This design comes from an exercise in tuning for small area and a short achievable clock period on the open sky130 flow, not from production work.
RTL that was checked went through simulation tests only; none was proved equivalent to the original.
No activity file was given, so power comes from the tool's default toggle rates.

// top
module top(clk,reset,a1,a2,a3,b1,b2,b3,c1,c2,c3,c4,c5,c6,c7,c8,c9);
For scale: about 2,400 cells after synthesis, about 250 flip-flops, roughly 200 I/O pins.
Settings: LEC_CHECK=0, CAP_MARGIN=20, CORE_MARGIN=2, CORE_UTILIZATION=40, SLEW_MARGIN=20, SYNTH_HIERARCHICAL=1; clock period 6.0 ns.
standard.sh (not shown) runs the stock make flow with config.mk's settings and CLKGATE_MAP_FILE= SYNTH_SCRIPT=/design/flow/synth_recipe.tcl, a recipe that flattens the netlist after the stock synthesis.
==> flow/flow/run.sh <==
#!/bin/bash
# Standard ORFS layout with small port buffers and no CTS dummy loads.
set -euo pipefail
export BUFFER_PORTS_ARGS="-buffer_cell sky130_fd_sc_hd__buf_2"
export CTS_ARGS="-sink_clustering_enable -repair_clock_nets -dont_use_dummy_load -buf_list sky130_fd_sc_hd__clkbuf_8"
bash standard.sh > standard_flow.log 2>&1
The baseline completed with no timing, DRC or antenna violations.
Change:
==> flow/run.sh (new file) <==
#!/bin/bash
# synth_recipe.tcl (not shown) runs the flow's synth.tcl, then flattens the netlist and writes it again
# the make line also repeats each setting of config.mk as NAME=value (left out here)
make -C /OpenROAD-flow-scripts/flow DESIGN_CONFIG=/design/flow/config.mk WORK_HOME=/design/flow/orfs CLKGATE_MAP_FILE= SYNTH_SCRIPT=/design/flow/synth_recipe.tcl finish
removed: flow/flow/run.sh
removed: flow/standard.sh
=>
- design area is higher by about 5.4%
- core utilization rose by 2.4 points
- synthesized area stays the same
- worst setup slack is worse by 0.68 ns
- count of clock-buffer cells in the layout fell by 4
- wire length grows by about 2.3%
- cell count went up by 0.74%
- fmax goes down by 13%
No functional check of the RTL was part of any run of this note.

* * *

run 1:
top, a different RTL version from the one above (not shown whole).
Size in the first run: ~2800 cells after synthesis, about 250 flip-flops, ~200 I/O pins, roughly 25000 um^2 of cells after synthesis.
Settings: LEC_CHECK=0, CAP_MARGIN=20, CORE_MARGIN=2, CORE_UTILIZATION=40, SETUP_SLACK_MARGIN=1.9, SLEW_MARGIN=20, SYNTH_HIERARCHICAL=1; clock period 6.0 ns.
==> flow/flow/run.sh <==
#!/bin/bash
# Standard ORFS layout with buf_1 port buffers (input ones then upsized) and
# no CTS dummy loads.
set -euo pipefail
export BUFFER_PORTS_ARGS="-buffer_cell sky130_fd_sc_hd__buf_1"
export POST_GLOBAL_PLACE_TCL="$(pwd)/flow/post_gpl.tcl"
export CTS_ARGS="-sink_clustering_enable -repair_clock_nets -dont_use_dummy_load -buf_list sky130_fd_sc_hd__clkbuf_8"
export SETUP_MOVE_SEQUENCE="sizeup,swap"
bash standard.sh > standard_flow.log 2>&1
==> flow/flow/post_gpl.tcl <==
# Port buffers are inserted as buf_1; the input ones each drive a PE's partial
# products, so they get a stronger buffer, and so do the inverters they drive.
foreach inst [get_cells input*] {
  replace_cell $inst sky130_fd_sc_hd__buf_4
  foreach pin [get_pins -of_objects [get_nets -of_objects [get_pins [get_full_name $inst]/X]] -filter "direction == input"] {
    set c [get_cells -of_objects $pin]
    if {[get_property $c ref_name] == "sky130_fd_sc_hd__inv_1"} {
      replace_cell $c sky130_fd_sc_hd__inv_4
    }
  }
}
Run 1 ended with every stage complete and zero timing, DRC or antenna violations.
### run 1 -> run 2
# run 1
export LEC_CHECK = 0
export CAP_MARGIN = 20
export CORE_MARGIN = 2
export CORE_UTILIZATION = 40
export SETUP_SLACK_MARGIN = 1.9
export SLEW_MARGIN = 20
export SYNTH_HIERARCHICAL = 1
create_clock -name core_clock -period 6.0 [get_ports {clk}]
# run 2
export LEC_CHECK = 0
export CAP_MARGIN = 20
export CORE_MARGIN = 2
export CORE_UTILIZATION = 40
export SETUP_SLACK_MARGIN = 1.8
export SLEW_MARGIN = 20
export SYNTH_HIERARCHICAL = 1
create_clock -name core_clock -period 6.0 [get_ports {clk}]
Findings:
Going from run 1 to run 2, final standard cell count with taps included and fillers excluded now sits at about the same level; cell depth of the worst setup path now sits higher; met2 capacity usage during global routing now sits higher.
--- input diff run 2..run 3 ---
# run 2
export LEC_CHECK = 0
export CAP_MARGIN = 20
export CORE_MARGIN = 2
export CORE_UTILIZATION = 40
export SETUP_SLACK_MARGIN = 1.8
export SLEW_MARGIN = 20
export SYNTH_HIERARCHICAL = 1
create_clock -name core_clock -period 6.0 [get_ports {clk}]
# run 3
export LEC_CHECK = 0
export CAP_MARGIN = 20
export CORE_MARGIN = 2
export CORE_UTILIZATION = 40
export GPL_TIMING_DRIVEN = 0
export SETUP_SLACK_MARGIN = 1.85
export SLEW_MARGIN = 20
export SYNTH_HIERARCHICAL = 1
create_clock -name core_clock -period 6.0 [get_ports {clk}]
Notes after the runs:
[diff] final instance area, run 3 relative to run 2: regression. [diff] worst hold slack after final layout, run 3 relative to run 2: regression. Summary: final total power, run 3 worse than run 2. End point of the critical path: acc1[15] -> run 3, acc1[14] -> run 2. In the tables for run 3 and run 2, share of final-layout standard cells stronger than drive strength 1 reads higher with run 3. Compared with run 2, in run 3 critical path buffer and inverter count went up by 1; core utilization went up by 4.1 points; relative max-transition margin went down by 7.4 points; sum of met2 wire segment lengths after detailed routing went up by 100 um.

* * *

run A:
top, a different RTL version from the one above (not shown whole).
For scale: ~250 flip-flops, roughly 200 I/O pins, about 26000 µm² of cells after synthesis.
Settings: LEC_CHECK=0, CAP_MARGIN=20, CORE_MARGIN=2, CORE_UTILIZATION=40, SETUP_SLACK_MARGIN=2.0, SLEW_MARGIN=20, SYNTH_HIERARCHICAL=1; clock period 6.0 ns.
==> flow/flow/run.sh <==
#!/bin/bash
# Standard ORFS layout with small port buffers and no CTS dummy loads.
set -euo pipefail
export BUFFER_PORTS_ARGS="-buffer_cell sky130_fd_sc_hd__buf_2"
export CTS_ARGS="-sink_clustering_enable -repair_clock_nets -dont_use_dummy_load -buf_list sky130_fd_sc_hd__clkbuf_8"
bash standard.sh > standard_flow.log 2>&1
Changes in run B relative to run A:
# run A
export LEC_CHECK = 0
export CAP_MARGIN = 20
export CORE_MARGIN = 2
export CORE_UTILIZATION = 40
export SETUP_SLACK_MARGIN = 2.0
export SLEW_MARGIN = 20
export SYNTH_HIERARCHICAL = 1
create_clock -name core_clock -period 6.0 [get_ports {clk}]
# run B
export LEC_CHECK = 0
export CAP_MARGIN = 20
export CORE_MARGIN = 2
export CORE_UTILIZATION = 40
export SLEW_MARGIN = 20
export SYNTH_HIERARCHICAL = 1
create_clock -name core_clock -period 6.0 [get_ports {clk}]
- Compared to run A, run B has met2 routing resource usage after global routing 0.57 points lower.
- Higher achievable frequency goes to run A over run B.
- On via count, run B does better than run A.
- Fraction of synthesized cell area in xor and xnor cells: run B vs run A, no meaningful difference
- Signed area change from the synthesized netlist to the final layout was lower in the run labelled run B.
- Run B ends up with a number of antenna diodes that is 1 higher than in run A.
- Run B against run A: placement-stage worst setup slack lost 0.095 ns, estimated wirelength of the detail-placed design lost 2.5%.
--- input diff run B..run C ---
# run B
export LEC_CHECK = 0
export CAP_MARGIN = 20
export CORE_MARGIN = 2
export CORE_UTILIZATION = 40
export SLEW_MARGIN = 20
export SYNTH_HIERARCHICAL = 1
create_clock -name core_clock -period 6.0 [get_ports {clk}]
# run C
export LEC_CHECK = 0
export CAP_MARGIN = 20
export CORE_MARGIN = 2
export CORE_UTILIZATION = 40
export SETUP_SLACK_MARGIN = 1.0
export SLEW_MARGIN = 20
export SYNTH_HIERARCHICAL = 1
create_clock -name core_clock -period 6.0 [get_ports {clk}]
--- outcome ---
Comparing run B against run C, there is no change at all in max-capacitance violation count. Changes observed in run C relative to run B: ratio of final minimum period to clock period comparable, time the worst path needs with I/O delays and setup flat, internal portion of total power essentially unchanged, global-route congestion overflow total was more or less identical. No run among run B and run C stopped early or left any final violation; all are clean. Delta (run C minus run B): multi-input gate count held, clock-pin slew reported for the worst setup and hold paths after clock tree synthesis held, critical path depth held, power share of the clock group held, relative slew slack held. Re xor-xnor portion of the synthesized cell area: no difference whatsoever between run B and run C.

* * *

## raven
top, a different RTL version from the one above (not shown whole).
Size: ~2600 cells after synthesis, roughly 200 I/O pins, roughly 25000 sq um of cells after synthesis.
clock: 6.0 ns
lec_check: 0
cap_margin: 20
core_margin: 2
core_utilization: 40
setup_slack_margin: 1.9
slew_margin: 20
synth_hierarchical: 1
Scripts as last shown in full above: flow/flow/run.sh
Setup changes, raven to lagoon
==> flow/flow/run.sh <==
#!/bin/bash
# Standard ORFS layout with buf_1 port buffers (input ones then upsized) and
# no CTS dummy loads.
set -euo pipefail
export BUFFER_PORTS_ARGS="-buffer_cell sky130_fd_sc_hd__buf_1"
export POST_GLOBAL_PLACE_TCL="$(pwd)/flow/post_gpl.tcl"
export CTS_ARGS="-sink_clustering_enable -repair_clock_nets -dont_use_dummy_load -buf_list sky130_fd_sc_hd__clkbuf_8"
bash standard.sh > standard_flow.log 2>&1
==> flow/flow/post_gpl.tcl (new file) <==
# Port buffers are inserted as buf_1; the input ones each drive a PE's partial
# products, so they get a stronger buffer.
foreach inst [get_cells input*] {
  replace_cell $inst sky130_fd_sc_hd__buf_2
}
--- a/flow/config.mk
+++ b/flow/config.mk
@@ -9,4 +9,4 @@
 export CORE_MARGIN = 2
-export CORE_UTILIZATION = 40
-export SETUP_SLACK_MARGIN = 1.9
+export CORE_UTILIZATION = 60
+export PLACE_DENSITY = 0.8
 export SLEW_MARGIN = 20
### Flow results
Of lagoon and raven, lagoon shows the lower layout overhead on the synthesized area, with raven above it. Compared to raven, lagoon has routed wire length on met2 about 3% lower. Total die area is higher on raven. On wire length reported by the detailed router: between lagoon and raven, it ends up lower for lagoon. Comparing lagoon and raven, sum of buffers and inverters on the critical path is lower on lagoon. In the tables for lagoon and raven, worst hold slack reads higher with lagoon. For lagoon, the topmost layer with routed signal wires was met4, unlike raven, where it was met5. Comparing lagoon with raven, the sequential group power came out essentially unchanged. lagoon: non-clock buffer count lower than raven. raven has lower final worst-path cycle share than lagoon.
Modified inputs, indigo compared to lagoon
--- a/flow/config.mk
+++ b/flow/config.mk
@@ -9,4 +9,3 @@
 export CORE_MARGIN = 2
-export CORE_UTILIZATION = 60
-export PLACE_DENSITY = 0.8
+export CORE_UTILIZATION = 40
 export SLEW_MARGIN = 20
==> comparison <==
- indigo finished all stages; the layout is clean.
- Changes observed in indigo relative to lagoon: half-perimeter wire length after detailed placement up 1700 microns; worst setup slack now sits higher; clock share of power now larger.
- Minimum clock period after layout in indigo is 160 ps below lagoon.
- Compare indigo and lagoon | total length of routed wires higher: indigo
- In the metrics for indigo and lagoon, the one carrying the lower wire length of the first global-routing pass is lagoon.
- lagoon vs indigo, timing startpoint of the critical path: a2[3] vs b2[5]

## re-timing with driven ports
No port has a modelled driver above. Below, the same layouts with a new extraction and two added sets of constraints. Step 1, drivers: a clkbuf_16 drives clk and a buf_2 each remaining input, both assumed. Step 2 also shifts input and output timing later by t, the mid clock arrival at the registers, as if the neighbouring blocks saw the same clock. Slacks: ideal / step 1 / step 2; pairs: ideal / step 1.
run | shift t [ns] | setup WS [ns] | hold WS [ns] | slew at the worst register clock pin (ns)
the first run of note 1 | 0.688 | 1.442 / 1.479 / 0.791 | 0.565 / 0.565 / 0.565 | 0.06 / 0.06
the second run of note 1 | 0.609 | 0.763 / 0.806 / 0.198 | 0.575 / 0.575 / 0.575 | 0.07 / 0.07
run 1 | 0.676 | 2.011 / 2.011 / 1.410 | 0.502 / 0.502 / 0.502 | 0.06 / 0.06
run 2 | 0.674 | 1.923 / 1.943 / 1.269 | 0.504 / 0.504 / 0.504 | 0.06 / 0.06
run 3 | 0.681 | 1.906 / 1.919 / 1.237 | 0.425 / 0.425 / 0.425 | 0.06 / 0.06
run A | 0.694 | 2.009 / 2.040 / 1.347 | 0.514 / 0.514 / 0.514 | 0.06 / 0.06
run B | 0.684 | 1.458 / 1.458 / 1.000 | 0.517 / 0.517 / 0.517 | 0.07 / 0.07
run C | 0.684 | 1.458 / 1.458 / 1.000 | 0.517 / 0.517 / 0.517 | 0.07 / 0.07
raven | 0.674 | 1.948 / 1.980 / 1.306 | 0.500 / 0.500 / 0.500 | 0.06 / 0.06
lagoon | 0.655 | 1.519 / 1.544 / 0.889 | 0.518 / 0.518 / 0.518 | 0.06 / 0.06
indigo | 0.679 | 1.681 / 1.720 / 1.041 | 0.507 / 0.507 / 0.507 | 0.06 / 0.06
After both steps every run listed still meets setup and hold. For run 3, which loses most, drivers alone change the setup slack by +0.013 ns; drivers and shift together by -0.669 ns.
